Context: an optimization exercise on an open-source flow, tuned for small area and a short achievable clock period. The choices shown serve that exercise and are no tape-out recipe.
Where RTL was checked, it was by simulation tests only, not by an equivalence proof against the original.
Power is estimated from default activity; no workload was simulated.

== run a ==
## sha256_pipe3
module sha256_pipe3 ( clk, state, state2, data, hash );
	input clk;
	input [255:0] state, state2;
	input [511:0] data;
	output reg [255:0] hash;
	localparam [31:0] K0 = 32'h428a2f98;
	localparam [31:0] K1 = 32'h71374491;
	localparam [31:0] K2 = 32'hb5c0fbcf;
	function [31:0] f_E0;
		input [31:0] x;
		f_E0 = {x[1:0],x[31:2]} ^ {x[12:0],x[31:13]} ^ {x[21:0],x[31:22]};
	endfunction
	function [31:0] f_E1;
		input [31:0] x;
		f_E1 = {x[5:0],x[31:6]} ^ {x[10:0],x[31:11]} ^ {x[24:0],x[31:25]};
	endfunction
	function [31:0] f_ch;
		input [31:0] x, y, z;
		f_ch = z ^ (x & (y ^ z));
	endfunction
	function [31:0] f_maj;
		input [31:0] x, y, z;
		f_maj = (x & y) | (z & (x | y));
	endfunction
	function [63:0] csa;
		input [31:0] x, y, z;
		begin
			csa[31:0]  = x ^ y ^ z;
			csa[63:32] = {((x[30:0] & y[30:0]) | (z[30:0] & (x[30:0] | y[30:0]))), 1'b0};
		end
	endfunction
	function [63:0] to_pg;
		input [63:0] cs;
		to_pg = {cs[31:0] & cs[63:32], cs[31:0] ^ cs[63:32]};
  ...
==> flow/config.mk <==
export PLATFORM = sky130hd
export DESIGN_NAME = sha256_pipe3
export DESIGN_NICKNAME = sha256_pipe3
export VERILOG_FILES = /design/flow/design.v
export SDC_FILE = /design/flow/constraint.sdc
export NUM_CORES = 4
export LEC_CHECK = 0
export CAP_MARGIN = 20
export CORE_MARGIN = 2
export CORE_UTILIZATION = 40
export CTS_BUF_LIST = sky130_fd_sc_hd__clkbuf_16
export CTS_CLUSTER_DIAMETER = 50
export CTS_CLUSTER_SIZE = 32
export SETUP_SLACK_MARGIN = 1.9
export SLEW_MARGIN = 20
==> flow/constraint.sdc <==
create_clock -name core_clock -period 4.2 [get_ports {clk}]
set_input_delay 0.8400 -clock core_clock [delete_from_list [all_inputs] [get_ports {clk}]]
set_output_delay 0.8400 -clock core_clock [all_outputs]
set_load 0.01 [all_outputs]
standard.sh (not shown) runs the stock make flow with config.mk's settings and CLKGATE_MAP_FILE= SYNTH_SCRIPT=/design/flow/synth_recipe.tcl, a recipe that flattens the netlist after the stock synthesis.
==> flow/flow/run.sh <==
#!/bin/bash
# Standard ORFS flow (standard.sh) with two changes:
#  - synthesis maps the logic with a delay-driven ABC script (flow/map.abc) and does not
#    pre-map adders to full/half-adder cells; registers and names are as in the standard synthesis
#  - port buffers are sky130_fd_sc_hd__buf_2
set -euo pipefail
W=$(pwd)
{
  echo 'proc abc {args} {'
  echo '  set i [lsearch $args -script]'
  echo '  if {$i >= 0} { set args [lreplace $args $i [expr {$i+1}]] }'
  echo "  yosys abc {*}\$args -script $W/flow/map.abc"
  echo '}'
  cat synth_recipe.tcl
} > my_synth.tcl
sed -e "s#SYNTH_SCRIPT=[^ ]*#SYNTH_SCRIPT=$W/my_synth.tcl ADDER_MAP_FILE= MATCH_CELL_FOOTPRINT=0#" standard.sh > my_standard.sh
export BUFFER_PORTS_ARGS="-buffer_cell sky130_fd_sc_hd__buf_2"
bash my_standard.sh > flow_make.log 2>&1
==> flow/flow/map.abc <==
strash
dch
map -D 1500
buffer -p
upsize -D 1500
dnsize -D 1500
--- input diff run a..run b ---
diff --git a/flow/design.v b/flow/design.v
--- a/flow/design.v
+++ b/flow/design.v
@@ -38,19 +38,18 @@
 		input [63:0] pg;
 		reg [31:0] G, P;
 		integer i, l;
 		begin
 			P = pg[31:0];
 			G = pg[63:32];
 			for (l = 1; l < 32; l = l * 2)
-				for (i = 31; i >= 0; i = i - 1)
-					if ((i / l) % 2 == 1) begin
-						G[i] = G[i] | (P[i] & G[(i / l) * l - 1]);
-						P[i] = P[i] & P[(i / l) * l - 1];
-					end
+				for (i = 31; i >= l; i = i - 1) begin
+					G[i] = G[i] | (P[i] & G[i-l]);
+					P[i] = P[i] & P[i-l];
+				end
 			add_pg = pg[31:0] ^ {G[30:0], 1'b0};
 		end
 	endfunction
 	wire [31:0] i_a = state[31:0];
 	wire [31:0] i_b = state[63:32];
 	wire [31:0] i_c = state[95:64];
 	wire [31:0] i_d = state[127:96];
@@ -88,15 +87,15 @@
 	always @(posedge clk) begin
 		s2_a  <= s1_a;
 		s2_b  <= s1_b;
 		s2_c  <= s1_c;
 		s2_e  <= s1_e;
 		s2_f  <= s1_f;
 		s2_e1 <= add_pg(s1_e1);
-		s2_a1 <= add_pg(to_pg(s1_a1));
+		s2_a1 <= s1_a1[31:0] + s1_a1[63:32];
 		s2_h1 <= s1_h1;
 		s2_h2 <= s1_h2;
 	end
 	wire [31:0] r1_ch = f_ch(s2_e1, s2_e, s2_f);
 	wire [63:0] r1_p  = csa(s2_h1, s2_c, r1_ch);
 	wire [63:0] r1_e  = csa(r1_p[31:0], r1_p[63:32], f_E1(s2_e1));
 	wire [63:0] r1_q  = csa(s2_h1, r1_ch, f_maj(s2_a1, s2_a, s2_b));
@@ -119,15 +118,15 @@
 		s4_a  <= s3_a;
 		s4_b  <= s3_b;
 		s4_e  <= s3_e;
 		s4_e1 <= s3_e1;
 		s4_a1 <= s3_a1;
 		s4_h2 <= s3_h2;
 		s4_e2 <= add_pg(s3_e2);
-		s4_a2 <= add_pg(to_pg(s3_a2));
+		s4_a2 <= s3_a2[31:0] + s3_a2[63:32];
 	end
 	wire [31:0] r2_ch = f_ch(s4_e2, s4_e1, s4_e);
 	wire [63:0] r2_p  = csa(s4_h2, s4_b, r2_ch);
 	wire [63:0] r2_e  = csa(r2_p[31:0], r2_p[63:32], f_E1(s4_e2));
 	wire [63:0] r2_q  = csa(s4_h2, r2_ch, f_maj(s4_a2, s4_a1, s4_a));
 	wire [63:0] r2_u  = csa(f_E1(s4_e2), f_E0(s4_a2), r2_q[31:0]);
 	wire [63:0] r2_a  = csa(r2_u[31:0], r2_u[63:32], r2_q[63:32]);
==> summary.txt <==
- Total power after layout: run b worse than run a
- Run a leaves less setup margin than run b.
- Cmp run a and run b / via-per-instance ratio / lower: run a
- Diff run a -> run b | number of gates resized after cts | up by more than a quarter
- [run b] layout overhead on the synthesized area rose 0.89 points relative to run a
- Run a and run b ended up with nearly the same final core area utilization.
- CTS clock-pin slew for the worst setup and hold paths (run b over run a): increase, 0.02 ns
Function not checked in run a: the RTL went through the layout flow alone.

static timing again, ports no longer ideal:
In the flow no input, the clock included, has a driving cell. The finished layouts below were timed again as built, in two steps.
Step 1: set_driving_cell puts a clkbuf_16 on clk and a buf_2 on each other input, an assumption about the parent block.
Step 2, shift: input delay + t, output delay - t, t = (earliest + latest rising clock arrival at the registers) / 2. This alone moves slack from input paths to output paths.
Three values: ideal ports, drivers, drivers and shift; two values: the first two.
run | t, ns | slack for setup (ns) | slew at the worst register clock pin (ns) | worst data-port slew with drivers (ns)
run a | 0.904 | 1.862 / 1.883 / 0.979 | 0.11 / 0.11 | 0.27
run b | 0.939 | 1.888 / 1.863 / 0.962 | 0.11 / 0.11 | 0.29
After both steps every run listed still meets setup and hold. For run b, which loses most, drivers alone change the setup slack by -0.025 ns; drivers and shift together by -0.926 ns.
